Source: an optimization exercise on an open RTL-to-GDS flow (aim: small area). Production flows keep margins and buffers that such runs may drop.
No run shown here included a check of the RTL's function; only the layout flow was run.
Power figures rest on the tool's default switching activity, not on a simulated workload.

<file path="config.mk">
export PLATFORM = sky130hd
export DESIGN_NAME = pokey_advanced
export DESIGN_NICKNAME = pokey_advanced
export VERILOG_FILES = /design/flow/design.v
export SDC_FILE = /design/flow/constraint.sdc
export NUM_CORES = 4
export LEC_CHECK = 0
export CAP_MARGIN = 20
export CORE_MARGIN = 2
export CORE_UTILIZATION = 40
export SLEW_MARGIN = 20
</file>
<file path="constraint.sdc">
create_clock -name core_clock -period 6.0 [get_ports {clk}]
set_input_delay 1.2000 -clock core_clock [delete_from_list [all_inputs] [get_ports {clk}]]
set_output_delay 1.2000 -clock core_clock [all_outputs]
set_load 0.01 [all_outputs]
</file>
<file path="design.v">
module pokey_advanced (
    input clk,               
    input enable_179mhz,     
    input reset_n,           
    input [3:0] addr,
    input [7:0] din,
    input we,
    output reg audio_pwm
);
    reg [7:0] audf0, audf1, audf2, audf3;
    reg [3:0] vol0, vol1, vol2, vol3;
    reg [1:0] dist0, dist1, dist2, dist3;    
    reg       use_15khz, link_34, link_12, fast3, fast1;
    wire [7:0] wd = din & {8{reset_n}};
    wire wr = we | ~reset_n;
    wire [8:0] sel;
    assign sel[0] = ~reset_n | (we & addr == 4'd0);
    assign sel[1] = ~reset_n | (we & addr == 4'd1);
    assign sel[2] = ~reset_n | (we & addr == 4'd2);
    assign sel[3] = ~reset_n | (we & addr == 4'd3);
    assign sel[4] = ~reset_n | (we & addr == 4'd4);
    assign sel[5] = ~reset_n | (we & addr == 4'd5);
    assign sel[6] = ~reset_n | (we & addr == 4'd6);
    assign sel[7] = ~reset_n | (we & addr == 4'd7);
    assign sel[8] = ~reset_n | (we & addr == 4'd8);
    always @(posedge clk) begin
        if (sel[0]) audf0 <= wd;
        if (sel[1]) {dist0, vol0} <= {wd[7], wd[5], wd[3:0]};
        if (sel[2]) audf1 <= wd;
        if (sel[3]) {dist1, vol1} <= {wd[7], wd[5], wd[3:0]};
        if (sel[4]) audf2 <= wd;
        if (sel[5]) {dist2, vol2} <= {wd[7], wd[5], wd[3:0]};
        if (sel[6]) audf3 <= wd;
        if (sel[7]) {dist3, vol3} <= {wd[7], wd[5], wd[3:0]};
        if (sel[8]) {fast1, fast3, link_12, link_34, use_15khz} <= {wd[6], wd[5], wd[4], wd[3], wd[0]};
    end
    reg       pb;
    reg [3:0] pa;    
    reg [5:0] pc;    
    reg       en_d;  
    always @(posedge clk) begin
        en_d <= enable_179mhz & reset_n;
        if (!reset_n) begin
            pb <= 1'b0;
            pa <= 4'd0;
            pc <= 6'd0;
        end else if (enable_179mhz) begin
            pb <= ~pb;
            if (pb) begin
                pa <= (pa == 4'd13) ? 4'd0 : pa + 4'd1;
                pc <= (pc == 6'd56) ? 6'd0 : pc + 6'd1;
            end
        end
    end
    wire tick_64khz = en_d & ~pb & (pa == 4'd0);
    wire tick_15khz = en_d & ~pb & (pc == 6'd0);
    reg [4:0]  poly5;
    reg [16:0] poly17;
    always @(posedge clk) begin
        if (!reset_n) begin
            poly5  <= 5'b10101;
            poly17 <= 17'b10101010101010101;
        end else if (enable_179mhz) begin
            poly5  <= {poly5[3:0],  ~(poly5[4] ^ poly5[2])};
            poly17 <= {poly17[15:0], ~(poly17[16] ^ poly17[4])};
        end
    end
    wire p5 = poly5[4];
    wire p17 = poly17[16];
    wire base_tick = use_15khz ? tick_15khz : tick_64khz;
    wire t0 = fast1 ? enable_179mhz : base_tick;
    wire t1 = base_tick & ~link_12;
    wire t2 = fast3 ? enable_179mhz : base_tick;
    wire t3 = base_tick & ~link_34;
    reg [15:0] cnt0, cnt2;
    reg [7:0]  cnt1, cnt3;
    reg [3:0]  chan_out;
    wire [16:0] b0, b2;
    wire [8:0]  b1, b3;
    assign b0[0] = t0;
    assign b1[0] = t1;
    assign b2[0] = t2;
    assign b3[0] = t3;
    genvar g;
    generate
        for (g = 0; g < 16; g = g + 1) begin : bw
            assign b0[g+1] = b0[g] & ~cnt0[g];
            assign b2[g+1] = b2[g] & ~cnt2[g];
        end
        for (g = 0; g < 8; g = g + 1) begin : bn
            assign b1[g+1] = b1[g] & ~cnt1[g];
            assign b3[g+1] = b3[g] & ~cnt3[g];
        end
    endgenerate
    wire ld0 = b0[16];
    wire ld1 = b1[8];
    wire ld2 = b2[16];
    wire ld3 = b3[8];
    wire [15:0] load0 = {audf1 & {8{link_12}}, audf0};
    wire [15:0] load2 = {audf3 & {8{link_34}}, audf2};
    always @(posedge clk) begin
        cnt0 <= (cnt0 ^ b0[15:0]) & (load0 | {16{~ld0}}) & {16{reset_n}};
        cnt1 <= (cnt1 ^ b1[7:0])  & (audf1 | {8{~ld1}})  & {8{reset_n}};
        cnt2 <= (cnt2 ^ b2[15:0]) & (load2 | {16{~ld2}}) & {16{reset_n}};
        cnt3 <= (cnt3 ^ b3[7:0])  & (audf3 | {8{~ld3}})  & {8{reset_n}};
    end
    function nxt(input [1:0] d, input o, input a17, input a5);
        nxt = (d == 2'b11) ? ~o : ((d[0] | a17) & (d[1] | a5));
    endfunction
    always @(posedge clk) begin
        if (!reset_n) chan_out <= 4'd0;
        else begin
            if (ld0) chan_out[0] <= nxt(dist0, chan_out[0], p17, p5);
            if (ld1) chan_out[1] <= nxt(dist1, chan_out[1], p17, p5);
            if (ld2) chan_out[2] <= nxt(dist2, chan_out[2], p17, p5);
            if (ld3) chan_out[3] <= nxt(dist3, chan_out[3], p17, p5);
        end
    end
    wire [5:0] mixed_audio = (vol0 & {4{chan_out[0]}}) + (vol1 & {4{chan_out[1]}})
                           + (vol2 & {4{chan_out[2]}}) + (vol3 & {4{chan_out[3]}});
    reg [5:0] pwm_counter;
    always @(posedge clk) begin
        if (!reset_n) begin
            pwm_counter <= 6'd0;
            audio_pwm <= 1'b0;
        end else begin
            pwm_counter <= pwm_counter + 6'd1;
            audio_pwm <= (pwm_counter < mixed_audio);
        end
    end
endmodule
</file>
<file path="run.sh">
#!/bin/bash
# synth_recipe.tcl (not shown) runs the flow's synth.tcl, then flattens the netlist and writes it again
# the make line also repeats each setting of config.mk as NAME=value (left out here)
make -C /OpenROAD-flow-scripts/flow DESIGN_CONFIG=/design/flow/config.mk WORK_HOME=/design/flow/orfs CLKGATE_MAP_FILE= SYNTH_SCRIPT=/design/flow/synth_recipe.tcl finish
</file>
==> results of run 1 <==
through the flow:
stage | utilization | cell area (sq um)
finish | 0.472 | 7530
detailed placement | 0.434 | 6910
CTS | 0.472 | 7530
global placement | 0.433 | 6910
global route | 0.472 | 7530
floorplan | - | 6540
cell families (layout without fill, tap and decap cells):
group | count (synthesis) | in the layout
buf+inv | 81 | 111
xor+xnor | 12 | 12
mux | 20 | 20
fa+ha+maj | 65 | 65
simple gates | 202 | 202
compound gates | 60 | 60
flops | 154 | 154
worst max-delay path by stage:
stage	from	end	slack [ns]	depth (start not counted)
3_5_place_dp	enable_179mhz	cnt2[15]	0.74	23
2_1_floorplan	enable_179mhz	chan_out[0]	0.97	24
3_3_place_gp	enable_179mhz	cnt0[15]	0.82	23
4_1_cts	enable_179mhz	cnt2[15]	1.17	23
5_1_grt	pc[0]	cnt0[15]	0.88	26
6_report	enable_179mhz	cnt2[15]	1.19	23
where the power goes:
part           switching (uW)  internal (uW)  total [uW]
sequential               49.8           1210        1260
clock                     384            715        1100
combinational             176            139         315
total                     609           2060        2670
sequential cells by signal (all words and copies together), names as in the netlist, 2 cells and up:
signal	count
audf0	8
audf1	8
audf2	8
audf3	8
chan_out	4
cnt0	16
cnt1	8
cnt2	16
cnt3	8
dist0	2
dist1	2
dist2	2
dist3	2
pa	4
pc	6
poly17	17
poly5	5
pwm_counter	6
vol0	4
vol1	4
vol2	4
vol3	4
metal layers:
metal	up-vias	GRT usage	share of wire
met3	14	0.0350	0.027
met2	48	0.246	0.50
met1	1939	0.169	0.46
met4	0	0.0586	0.016
met5	-	0	0
li1	2052	-	-
layout by cell type, fill, tap and decap left out, drive strengths merged, types with 8 or more instances in the layout:
cell | synthesis | routed
nand2 | 39 | 39
fa | 8 | 8
inv | 57 | 57
clkbuf | 18 | 23
clkdlybuf4s50 | 0 | 16
mux2i | 20 | 20
dfxtp | 93 | 93
nor2b | 8 | 8
and2 | 19 | 19
a21oi | 23 | 23
o21ai | 16 | 16
nor2 | 53 | 53
nand2b | 9 | 9
nor3 | 46 | 46
nand3 | 17 | 17
edfxtp | 61 | 61
ha | 57 | 57
critical path, delay by kind of cell:
| family | cells | cell delay (ns) |
|---|---|---|
| buf+inv | 2 | 0.70 |
| compound gates | 2 | 0.18 |
| simple gates | 4 | 0.28 |
| fa+ha+maj | 15 | 2.72 |
area by class of cell:
type / count / area (sq um)
Clock buffer: 23 / 468
Fill cell: 1471 / 8410
Multi-Input combinational cell: 359 / 2540
Sequential cell: 154 / 3690
Tap cell: 216 / 270
Inverter: 57 / 214
Timing Repair Buffer: 22 / 205
Clock inverter: 9 / 145
==> summary.md, run 1 <==
| Metric | Value |
|---|---|
| Drt via density | `4.83` |
| Core footprint | `15900 sq um` |
| Initial Utilization | `0.410` |
| EDFF count, synth | `61` |
| Adder-cell share of the synthesized area | `0.133` |
| Placed cells | `808` |
| Final setup skew | `0.0131 ns` |
| Initial antenna violation count | `0` |
| Area leader, netlist | `dfxtp_1` |
| DRC viols | `0` |
| Hold_buf cts | `0` |
| Layout cell share with drive strength beyond 1 | `0.0657` |
| Avg WL per Cell | `13.6 microns` |
| Post-Synth XOR/XNOR Area | `0.0161` |
| Cell Rows | `46` |
| Root buffer cell | `clkbuf_16` |
| N_diodes | `0` |
| IR drop worst, VDD | `0.231 mV` |
| Final HPWL DP | `7870 microns` |
| Area grow syn2layout | `15.1%` |
| Synthesized flop and latch total | `154` |
| Fin nets | `692` |
| Synth Area in Simple Gates | `0.151` |
| Most common cell in the netlist | `dfxtp_1` |
| Synth Area per Inst | `11.0 sq um` |
| Die W | `132 microns` |
| Setup CP Type | `in2reg` |
| Crit-path most repeated cell | `ha_1` |
| Setup tns final | `0 ns` |
| Sequential share of the synthesized area | `0.564` |
| Period utilization | `0.801` |
| Worst R2R Setup Slack | `1.24 ns` |
| Hold Crit Endpoint | `pwm_counter[0]` |
| Final Power | `2670 uW` |
| Crit path cell chain | `clkdlybuf4s50_1 -> nand2_1 -> o21ai_1 -> ha_1 -> ha_1 -> ha_1 -> ha_1 -> ha_1 -> ha_1 -> ha_1 -> ha_1 -> ha_1 -> ha_1 -> ha_1 -> ha_1 -> ha_1 -> ha_1 -> ha_1 -> nand2b_1 -> buf_4 -> nor2_1 -> a21oi_1 -> nor2_1` |
| Placer Congestion | `0.742` |
| MaxCap Viol Count | `0` |
| CP Data Required Time | `6.27 ns` |
| Min-delay src | `pwm_counter[0]` |
| Max-slew headroom | `0.343` |
| Max-slew violations | `0` |
| Routed WL | `11400 microns` |
| Antenna viol nets, final | `0` |
| Post-synth ARST share | `0` |
| Critical path peak fanout | `18` |
| First-pass DRT Iterations | `6` |
| Power Dens Cells | `354 nW/um^2` |
| Worst Hold Class | `reg2reg` |
| DRT iter0 DRCs | `204` |
| Number of setup buffers added after CTS | `0` |
| First-pass GRT wire length | `19500 microns` |
| Actual slew at the worst max-slew pin | `0.976 ns` |
| Top-area cell type share of the netlist area | `0.285` |
| YS warnings | `1` |
| RSZ-0062 raised after global routing | `no` |
| H-tree levels | `4` |
| Outcome | `complete, no violations` |
| Hold path depth | `1` |
| Multiplexer share of the synthesized area | `0.0306` |
| Max frequency | `208 MHz` |
| R2R cell count | `26` |
| Vias in the first global route | `4144` |
| Place WS | `0.743 ns` |
| Clock Sinks | `154` |
| Synthesized area | `6540 sq um` |
| Clk buf depth | `2` |
| CP arrival | `5.08 ns` |
| Reg-to-Reg End | `cnt2[15]` |
| Worst-path clk slew | `0.06 ns` |
| Main area contributors after synthesis | `dfxtp_1, edfxtp_1, ha_1` |
| LEAKAGE | `0.00293 uW` |
| Cell Count, Final, Fillers Out | `840` |
| Worst r2r src | `pc[0]` |
| Final WS setup | `1.19 ns` |
| Die Ht | `132 microns` |
| Final hold slack | `0.449 ns` |
| Worst skew pair latency | `0.41 ns` |
| CP max-delay cell | `clkdlybuf4s50_1` |
| Final hold vios | `0` |
| DR vias | `4053` |
| Syn_nets | `675` |
| Compound-Gate Fraction of Synth Area | `0.0551` |
| Critical path startpoint category | `primary input` |
| Post-synth top flop | `dfxtp_1` |
| Die ar. | `17400 sq um` |
| Most frequent cells after synthesis | `dfxtp_1, edfxtp_1, ha_1` |
| CTS tree | `yes` |
| Fin crit period | `4.81 ns` |
| Tot GR Track Use | `0.142` |
| CP peak stage delay | `0.47 ns` |
| Total CTS buffers | `17` |
| Mapped Cells | `594` |
| Worst Setup End Kind | `flop` |
| Port-buffer cells | `16` |
| # resized after CTS | `0` |
| Post-synth cell types | `42` |
| # setup viols final | `0` |
| Ports | `17` |
| Main combinational cell family by area after synthesis | `simple AND/OR/NAND/NOR gates` |
| Global route overflow | `0` |
| Pin count of the biggest net entering global routing | `59` |
==> inputs of run 2 (changes only) <==
--- a/config.mk
+++ b/config.mk
@@ -8,4 +8,7 @@
 export CAP_MARGIN = 20
 export CORE_MARGIN = 2
 export CORE_UTILIZATION = 40
+export CTS_BUF_LIST = sky130_fd_sc_hd__clkbuf_4
+export CTS_CLUSTER_DIAMETER = 100
+export CTS_CLUSTER_SIZE = 30
 export SLEW_MARGIN = 20
==> summary.md, run 2 <==
| Metric | Value |
|---|---|
| First-pass GRT wire length | `19500 microns` |
| Antenna viol nets, final | `0` |
| Reg-to-Reg End | `cnt2[15]` |
| Ports | `17` |
| Die ar. | `17400 sq um` |
| CP arrival | `5.18 ns` |
| Placed cells | `808` |
| Synthesized flop and latch total | `154` |
| Max-slew violations | `0` |
| DRT iter0 DRCs | `200` |
| Worst r2r src | `pc[0]` |
| Max reg flops | `17` |
| Synth Area per Inst | `11.0 sq um` |
| Avg WL per Cell | `13.5 microns` |
| Most common cell in the netlist | `dfxtp_1` |
| Mapped Cells | `594` |
| Final setup skew | `0.0172 ns` |
| Largest register by flop count | `poly17` |
| Core footprint | `15900 sq um` |
| Most common cell after layout, fill and taps aside | `dfxtp_1` |
| CP peak stage delay | `0.41 ns` |
| Drt via density | `4.80` |
| Clk buf depth | `2` |
| Sequential share of the synthesized area | `0.564` |
| CTS tree | `yes` |
| N_diodes | `0` |
| Hold Crit Endpoint | `pwm_counter[0]` |
| Syn_nets | `675` |
| Initial Utilization | `0.410` |
| Critical path startpoint category | `flop` |
| Critical path peak fanout | `18` |
| Max-slew headroom | `0.336` |
| MaxCap Viol Count | `0` |
| Cell Rows | `46` |
| Crit-path most repeated cell | `ha_1` |
| Clock Sinks | `154` |
| Design area | `7230 sq um` |
| H-tree levels | `4` |
| First-pass DRT Iterations | `6` |
| Power Dens Cells | `310 nW/um^2` |
| Actual slew at the worst max-slew pin | `0.985 ns` |
| Pin count of the biggest net entering global routing | `59` |
| Initial antenna violation count | `0` |
| Placer Congestion | `0.742` |
| Fin nets | `692` |
| Setup CP Type | `reg2reg` |
| Post-synth top flop | `dfxtp_1` |
| Final Power | `2240 uW` |
| Vias in the first global route | `4151` |
| Synthesized area | `6540 sq um` |
| YS warnings | `1` |
| R2R cell count | `26` |
| Number of setup buffers added after CTS | `0` |
| Worst R2R Setup Slack | `1.23 ns` |
| Post-synth cell types | `42` |
| Top-area cell type share of the netlist area | `0.285` |
| Worst skew pair latency | `0.54 ns` |
| Period utilization | `0.795` |
| Root buffer cell | `clkbuf_4` |
| Main area contributors after synthesis | `dfxtp_1, edfxtp_1, ha_1` |
| Final hold vios | `0` |
| Most frequent cells after synthesis | `dfxtp_1, edfxtp_1, ha_1` |
| LEAKAGE | `0.00280 uW` |
| IR drop worst, VDD | `0.140 mV` |
| Top flop regs | `poly17: 17 flops, cnt0: 16 flops, cnt2: 16 flops` |
| Hold_buf cts | `0` |
| Min-delay src | `pwm_counter[0]` |
| Final HPWL DP | `7870 microns` |
| Placed Area | `6910 sq um` |
| Fin crit period | `4.77 ns` |
| Util after Layout | `0.453` |
| Tot GR Track Use | `0.142` |
| Cell Count, Final, Fillers Out | `840` |
| Hold path depth | `1` |
| Worst Setup End Kind | `flop` |
| Layout cell share with drive strength beyond 1 | `0.0689` |
| Post-synth ARST share | `0` |
| Routed WL | `11300 microns` |
| Commonest non-fill, non-tap cells in the layout | `dfxtp_1, edfxtp_1, ha_1, inv_1, nor2_1` |
| # resized after CTS | `0` |
| Worst-path clk slew | `0.12 ns` |
| Global route overflow | `0` |
| Worst setup path startpoint | `pc[0]` |
| Die W | `132 microns` |
| Port-buffer cells | `16` |
| Area leader, netlist | `dfxtp_1` |
| Setup tns final | `0 ns` |
| # setup viols final | `0` |
| CP Data Required Time | `6.41 ns` |
| Outcome | `complete, no violations` |
| RSZ-0062 raised after global routing | `no` |
| Die Ht | `132 microns` |
| DRC viols | `0` |
| Total CTS buffers | `17` |
| Worst Hold Class | `reg2reg` |
| Fillers | `1517` |
| DR vias | `4033` |
| Area grow syn2layout | `10.5%` |
| Max frequency | `210 MHz` |
| EDFF count, synth | `61` |
| CP max-delay cell | `dfxtp_1` |
-- run 2: how the worst max path moves through the flow --
stage	to	slack, ns
2_1_floorplan	chan_out[0]	0.97
3_3_place_gp	cnt0[15]	0.82
3_5_place_dp	cnt2[15]	0.74
4_1_cts	cnt2[15]	1.19
5_1_grt	cnt0[15]	0.90
6_report	cnt2[15]	1.23
-- run 2: metal layers --
metal,vias up,GRT usage,part of all wire
met5,-,0,0
met2,58,0.245,0.50
met3,13,0.0361,0.037
met1,1910,0.169,0.45
met4,0,0.0586,0.016
li1,2052,-,-
-- run 2: cells by family after synthesis --
group           share of synthesized area
simple gates                        0.151
flops                               0.564
buf+inv                            0.0495
fa+ha+maj                           0.133
compound gates                     0.0551
mux                                0.0306
xor+xnor                           0.0161
-- run 2: where the power goes --
part	switching [uW]	total [uW]	internal (uW)
registers	49.6	1250	1200
clock network	332	676	343
logic	175	314	139
-- run 2: metrics by stage --
stage,setup slack (ns),hold slack [ns]
global placement,0.823,0.422
global route,0.896,0.496
CTS,1.19,0.469
floorplan,0.973,0.405
detailed placement,0.743,0.440
finish,1.23,0.463
-- run 2: worst max-delay path: cells and delay by family (launching register included) --
kind / cells / cell delay (ns)
adder cells (fa/ha/maj): 16 / 2.87
flip-flops: 1 / 0.41
AO/OA/AOI/OAI: 3 / 0.46
buffers and inverters: 2 / 0.29
AND/OR/NAND/NOR: 5 / 0.60
-- run 2: final cells by class --
cell class,instances,area (sq um),area share
inverter,57,214,0.0296
clock inverter,11,153,0.0211
timing repair buffer,22,205,0.0284
sequential,154,3690,0.511
clock buffer,21,158,0.0218
tap,216,270,0.0374
multi-input combinational,359,2540,0.351

afterwards: timing with drivers on the ports:
In the flow no input, the clock included, has a driving cell. The finished layouts below were timed again as built, in two steps.
Step 1 assumes that a clkbuf_16 drives the clock port and a buf_2 every other input.
Step 2, shift: input delay + t, output delay - t, t = (earliest + latest rising clock arrival at the registers) / 2. This alone moves slack from input paths to output paths.
Slacks: no drivers / after step 1 / after step 2; pairs: no drivers / after step 1.
run | shift t [ns] | setup WS [ns] | worst setup path at the end | slew at the worst register clock pin (ns) | cell pins on the clock port's net
run 1 | 0.445 | 1.195 / 1.211 / 0.766 | input to register | 0.06 / 0.06 | 1
run 2 | 0.561 | 1.228 / 1.228 / 0.782 | input to register | 0.12 / 0.12 | 1
After both steps setup and hold are still met in every run listed. For run 2, which loses most, drivers alone change the setup slack by 0.000 ns; drivers and shift together by -0.446 ns.
